From an optimization exercise on the open Yosys and OpenROAD flow, aimed at small area; shortcuts taken in it are not production practice. Where RTL was checked, it was by simulation tests only, not by an equivalence proof against the original. No driver is modelled on the clock port, so clock power and skew are understated where the tree is cut down; a real chip needs a root buffer or a tree.

Setup of R:
Design top_led_controller, start of the top module:
module top_led_controller #(
    parameter NUM_LED = 8
)(
    input  wire clk,
    input  wire reset_n,
    input  wire [1:0] pattern_type,
    input  wire [2:0] color,
    input  wire [2:0] speed,
    output wire led_data
);
Size in the first run: ~260 cells after synthesis, about 11 I/O pins, about 2300 um2 of cells after synthesis.
==> module pattern_controller, before the edit <==
module pattern_controller (
    input  wire       clk,
    input  wire       reset_n,
    input  wire [1:0] pattern_type,
    input  wire [2:0] color,
    input  wire [2:0] speed,
    output reg        start,
    output reg  [2:0] img_grb,
    output reg        img_all,
    output reg  [2:0] img_pos
);
    reg [1:0]  type_reg;
    reg [2:0]  color_reg;
    reg [2:0]  speed_reg;
    reg        update;         
    reg        running;        
    reg [12:0] step_lo;
    reg [4:0]  step_hi;
    reg [1:0]  pos_delta;      
    reg        direction;
    reg        flash_state;
    localparam [12:0] LO_FIRST = 13'h05a3;   
    localparam [12:0] LO_NEXT  = 13'h0b46;   
    localparam [12:0] LO_TERM  = 13'h0dbe;
    function [2:0] color_value;
        input [2:0] sel;
        case (sel)
            3'd0: color_value = 3'b010;
            3'd1: color_value = 3'b100;
            3'd2: color_value = 3'b001;
            3'd3: color_value = 3'b110;
            3'd4: color_value = 3'b101;
            3'd5: color_value = 3'b011;
            3'd6: color_value = 3'b111;
            default: color_value = 3'b000;
        endcase
    endfunction
    wire changed = (pattern_type != type_reg) || (color != color_reg) || (speed != speed_reg);
    wire lo_end  = (step_lo == LO_TERM);
    wire expire  = running && !update && lo_end && (step_hi == 5'd25);
    wire [2:0] cv = color_value(color_reg);
    wire [2:0] led_position = img_pos + {pos_delta[1], pos_delta};
    always @(posedge clk) begin
        if (update | expire)
            step_lo <= LO_FIRST;
        else if (lo_end)
            step_lo <= LO_NEXT;
        else
            step_lo <= {step_lo[11:0], step_lo[12] ^ step_lo[9]};
    end
    always @(posedge clk or negedge reset_n) begin
        if (!reset_n) begin
            type_reg <= 2'b00;
            color_reg <= 3'b000;
            speed_reg <= 3'b000;
            start <= 1'b0;
            update <= 1'b0;
            running <= 1'b0;
            step_hi <= 5'h0;
            pos_delta <= 2'b00;
            direction <= 0;
            flash_state <= 0;
            img_grb <= 3'b000;
            img_all <= 1'b0;
            img_pos <= 3'd0;
        end else begin
            start <= update | expire;
            update <= !update && changed;
            type_reg <= pattern_type;
            color_reg <= color;
            speed_reg <= speed;
            if (update)
                running <= 1'b1;
            if (update | expire)
                step_hi <= {1'b0, speed_reg, 1'b0};
            else if (lo_end)
                step_hi <= step_hi - 1'b1;
            if (update) begin
                img_grb <= cv;
                case (type_reg)
                    2'b00: img_all <= 1'b1;
                    2'b01, 2'b10: begin
                        img_all <= 1'b0;
                        img_pos <= 3'd0;
                        pos_delta <= 2'b00;
                        direction <= 1'b0;
                    end
                    2'b11: begin
                        img_all <= 1'b1;
                        flash_state <= 1'b1;
                    end
                endcase
            end else if (expire) begin
                case (type_reg)
                    2'b01: begin
                        img_grb <= cv;
                        img_all <= 1'b0;
                        img_pos <= led_position;
                        pos_delta <= 2'b01;
                    end
                    2'b10: begin
                        img_grb <= cv;
                        img_all <= 1'b0;
                        img_pos <= led_position;
                        if (direction == 1'b0) begin
                            pos_delta <= 2'b01;
                            if (led_position >= 3'd6) direction <= 1'b1;
                        end else begin
                            pos_delta <= 2'b11;
                            if (led_position <= 3'd1) direction <= 1'b0;
                        end
                    end
                    2'b11: begin
                        flash_state <= ~flash_state;
                        img_grb <= flash_state ? cv : 3'b000;
                        img_all <= 1'b1;
                    end
                    default: ;
                endcase
            end
        end
    end
endmodule
export LEC_CHECK = 0
export CAP_MARGIN = 20
export CORE_MARGIN = 2
export CORE_UTILIZATION = 70
export PLACE_DENSITY = 0.85
export SLEW_MARGIN = 20
create_clock -name core_clock -period 10.0 [get_ports {clk}]
standard.sh (not shown) runs the stock make flow with config.mk's settings and CLKGATE_MAP_FILE= SYNTH_SCRIPT=/design/flow/synth_recipe.tcl, a recipe that flattens the netlist after the stock synthesis.
==> flow/flow/run.sh <==
#!/bin/bash
# Own layout flow:
#  1. the standard synthesis (bash standard.sh synth), unchanged;
#  2. its combinational logic re-mapped by ABC for area, flip-flop cells and
#     their names untouched: several ABC scripts (deep synthesis with fixed
#     seeds and stop rules) are tried, and the smallest result is used whose
#     logic between flip-flops and ports a SAT proof shows equal to the
#     standard synthesis's;
#  3. the standard layout steps with single-drive port buffers and a clock
#     tree of small buffers without dummy loads.
# Each tool's output goes to a log_*.txt file in the work folder.
set -uo pipefail
W=$(pwd)
F=$W/flow
R=$W/orfs/results/$FLOW_PLATFORM/top_led_controller/base
L=$W/orfs/logs/$FLOW_PLATFORM/top_led_controller/base
LIB=$FLOW_HOME/platforms/$FLOW_PLATFORM/lib/sky130_fd_sc_hd__tt_025C_1v80.lib

bash standard.sh synth > $W/log_synth.txt 2>&1 || exit 1
cp $R/1_2_yosys.v $W/std_synth.v

python3 $F/splitlib.py $LIB $W/comb.lib $W/seq.lib > $W/log_splitlib.txt 2>&1 || exit 1
DU=$(grep -o -- "-dont_use [A-Za-z0-9_]*" $L/1_2_yosys.log | sort -u | tr '\n' ' ')
python3 $F/cutff.py $W/seq.lib $W/std_synth.v $W/eq_gold.v gold 2> $W/log_cut_gold.txt

cand() {
    local s=$1 n
    n=$(basename $s .script)
    yosys -p "read_liberty -lib $W/seq.lib; read_liberty $W/comb.lib; read_verilog $W/std_synth.v; hierarchy -top $FLOW_TOP; flatten; opt_clean; abc -script $s -liberty $LIB $DU; opt_clean -purge; hilomap -singleton -hicell sky130_fd_sc_hd__conb_1 HI -locell sky130_fd_sc_hd__conb_1 LO; splitnets; opt_clean -purge; rename -enumerate; tee -o $W/${n}.stat stat -liberty $LIB; write_verilog -noattr -nohex -nodec $W/${n}.v" > $W/log_${n}.txt 2>&1 || return
    python3 $F/cutff.py $W/seq.lib $W/${n}.v $W/eq_${n}.v gate 2> $W/log_cut_${n}.txt || return
    yosys -p "read_liberty $W/comb.lib; read_verilog $W/eq_gold.v $W/eq_${n}.v; hierarchy -check; flatten gold gate; miter -equiv -flatten -make_outputs gold gate miter; hierarchy -top miter; sat -verify -prove trigger 0 miter" > $W/log_eq_${n}.txt 2>&1 || return
    echo "$n $(grep -o "Chip area for module .*: [0-9.]*" $W/${n}.stat | grep -o "[0-9.]*$")" > $W/ok_${n}.txt
}
export -f cand
export W F LIB DU FLOW_TOP
ls $F/abc_*.script | xargs -P ${NUM_CORES:-4} -I{} bash -c 'cand {}'
cat $W/ok_*.txt > $W/log_candidates.txt 2>/dev/null
best=$(sort -k2 -g $W/log_candidates.txt | head -1 | cut -d' ' -f1)
echo "chosen: ${best:-standard}" >> $W/log_candidates.txt
if [ -n "$best" ]; then
    cp $W/${best}.v $R/1_2_yosys.v
    rm -f $R/1_synth.odb $R/1_synth.sdc
fi

PORTBUF="BUFFER_PORTS_ARGS=-buffer_cell sky130_fd_sc_hd__buf_1"
bash standard.sh "$PORTBUF" place > $W/log_place.txt 2>&1 || exit 1

# Clock tree: a few clock buffers straight from the clock port, one per group
# of nearby flip-flops; the first configuration (smallest area first) whose
# estimated clock-pin slew stays under 0.115 ns is used, else TritonCTS.
for cfg in "3 sky130_fd_sc_hd__clkbuf_8" "4 sky130_fd_sc_hd__clkbuf_8" "3 sky130_fd_sc_hd__clkbuf_16"; do
    set -- $cfg
    if LIB=$LIB PLATFORM_DIR=$FLOW_HOME/platforms/$FLOW_PLATFORM IN_ODB=$R/3_place.odb IN_SDC=$R/3_place.sdc \
       NBUF=$1 BUFCELL=$2 MAX_SLEW=0.115 OUT_ODB=$R/4_1_cts.odb OUT_SDC=$W/cts_out.sdc \
       openroad -no_init -exit $F/mcts.tcl > $W/log_cts_$1_$2.txt 2>&1; then
        cp $R/4_1_cts.odb $R/4_cts.odb
        cp $W/cts_out.sdc $R/4_cts.sdc
        echo "clock tree: $cfg" > $W/log_cts_chosen.txt
        break
    fi
    rm -f $R/4_1_cts.odb
done

bash standard.sh "$PORTBUF" \
    CTS_ARGS="-sink_clustering_enable -repair_clock_nets -dont_use_dummy_load -buf_list sky130_fd_sc_hd__clkbuf_4 -sink_clustering_size 30 -sink_clustering_max_diameter 400" \
    finish > $W/log_layout.txt 2>&1 || exit 1
Other scripts of this flow, unchanged in this note and not shown: flow/flow/abc_c2amap.script, flow/flow/abc_c2nf.script, flow/flow/abc_ds1_amap.script, flow/flow/abc_ds1_nf.script, flow/flow/abc_ds2_amap.script, flow/flow/abc_ds2_nf.script, flow/flow/abc_ds3_amap.script, flow/flow/abc_ds3_nf.script, flow/flow/abc_ds4_amap.script, flow/flow/abc_ds4_nf.script, flow/flow/abc_ds5_amap.script, flow/flow/abc_ds5_nf.script, flow/flow/abc_ds6_amap.script, flow/flow/abc_ds6_nf.script, flow/flow/abc_ds7_amap.script, flow/flow/abc_ds7_nf.script, flow/flow/abc_ds8_amap.script, flow/flow/abc_ds8_nf.script, flow/flow/cutff.py, flow/flow/mcts.tcl, flow/flow/splitlib.py
Setup changes, R to Q
--- a/flow/design.v
+++ b/flow/design.v
@@ -6,7 +6,7 @@
     input  wire [2:0] speed,
     output reg        start,
     output reg  [2:0] img_grb,
-    output reg        img_all,
+    output wire       img_all,
     output reg  [2:0] img_pos
 );
     reg [1:0]  type_reg;
@@ -39,7 +39,9 @@
     wire lo_end  = (step_lo == LO_TERM);
     wire expire  = running && !update && lo_end && (step_hi == 5'd25);
     wire [2:0] cv = color_value(color_reg);
-    wire [2:0] led_position = img_pos + {pos_delta[1], pos_delta};
+    wire       step_back = pos_delta[1] & pos_delta[0];
+    wire [2:0] led_position = img_pos + {step_back, step_back, pos_delta[0]};
+    assign img_all = pos_delta[1] & ~pos_delta[0];
     always @(posedge clk) begin
         if (update | expire)
             step_lo <= LO_FIRST;
@@ -61,7 +63,6 @@
             direction <= 0;
             flash_state <= 0;
             img_grb <= 3'b000;
-            img_all <= 1'b0;
             img_pos <= 3'd0;
         end else begin
             start <= update | expire;
@@ -78,29 +79,27 @@
             if (update) begin
                 img_grb <= cv;
                 case (type_reg)
-                    2'b00: img_all <= 1'b1;
                     2'b01, 2'b10: begin
-                        img_all <= 1'b0;
                         img_pos <= 3'd0;
                         pos_delta <= 2'b00;
                         direction <= 1'b0;
                     end
-                    2'b11: begin
-                        img_all <= 1'b1;
-                        flash_state <= 1'b1;
+                    default: begin
+                        img_pos <= led_position;
+                        pos_delta <= 2'b10;
+                        if (type_reg == 2'b11)
+                            flash_state <= 1'b1;
                     end
                 endcase
             end else if (expire) begin
                 case (type_reg)
                     2'b01: begin
                         img_grb <= cv;
-                        img_all <= 1'b0;
                         img_pos <= led_position;
                         pos_delta <= 2'b01;
                     end
                     2'b10: begin
                         img_grb <= cv;
-                        img_all <= 1'b0;
                         img_pos <= led_position;
                         if (direction == 1'b0) begin
                             pos_delta <= 2'b01;
@@ -113,7 +112,8 @@
                     2'b11: begin
                         flash_state <= ~flash_state;
                         img_grb <= flash_state ? cv : 3'b000;
-                        img_all <= 1'b1;
+                        img_pos <= led_position;
+                        pos_delta <= 2'b10;
                     end
                     default: ;
                 endcase
Notes after the runs:
Q vs. R: estimated wirelength of the detail-placed design went down by 13%. Number of nets produced by synthesis: lower on Q. Summary of Q over R: flip-flop and latch count shows a reduction of 1; critical path depth now sits higher. Delta (Q minus R): proportion of cell area occupied by multi-input gates has increased; number of placed cells counting well taps now smaller; data arrival time of the critical path shows an increase of 1.09 ns; worst setup slack down 1.07 ns. Worst voltage drop across the vdd grid, R and Q: larger value in R. Every run (R and Q) finished clean. R -> Q: detailed-route via count decreased by a few percent.
No functional check of the RTL was part of R. In every run of this note, the design's own scripts or RTL, not TritonCTS, make the clock network.

==> port drivers added, routing unchanged <==
The flow's constraints put no driver on any port. The routed layouts listed below were extracted and timed again, unchanged, in two steps. Step 1, drivers: a clkbuf_16 drives clk and a buf_2 each remaining input, both assumed. Step 2 times the ports against the registers' clock, not the clock port: input delays grow and output delays shrink by t, the midpoint of the rising clock arrivals with the driver on. Three values: ideal ports, drivers, drivers and shift; two values: the first two.
run | t (ns) | setup WS [ns] | hold WS [ns] | worst data-port slew with drivers (ns)
R | 0.198 | 6.948 / 6.948 / 6.948 | 0.428 / 0.428 / 0.428 | 0.03
Q | 0.196 | 5.874 / 5.874 / 5.874 | 0.424 / 0.424 / 0.424 | 0.03
After both steps every run listed still meets setup and hold.
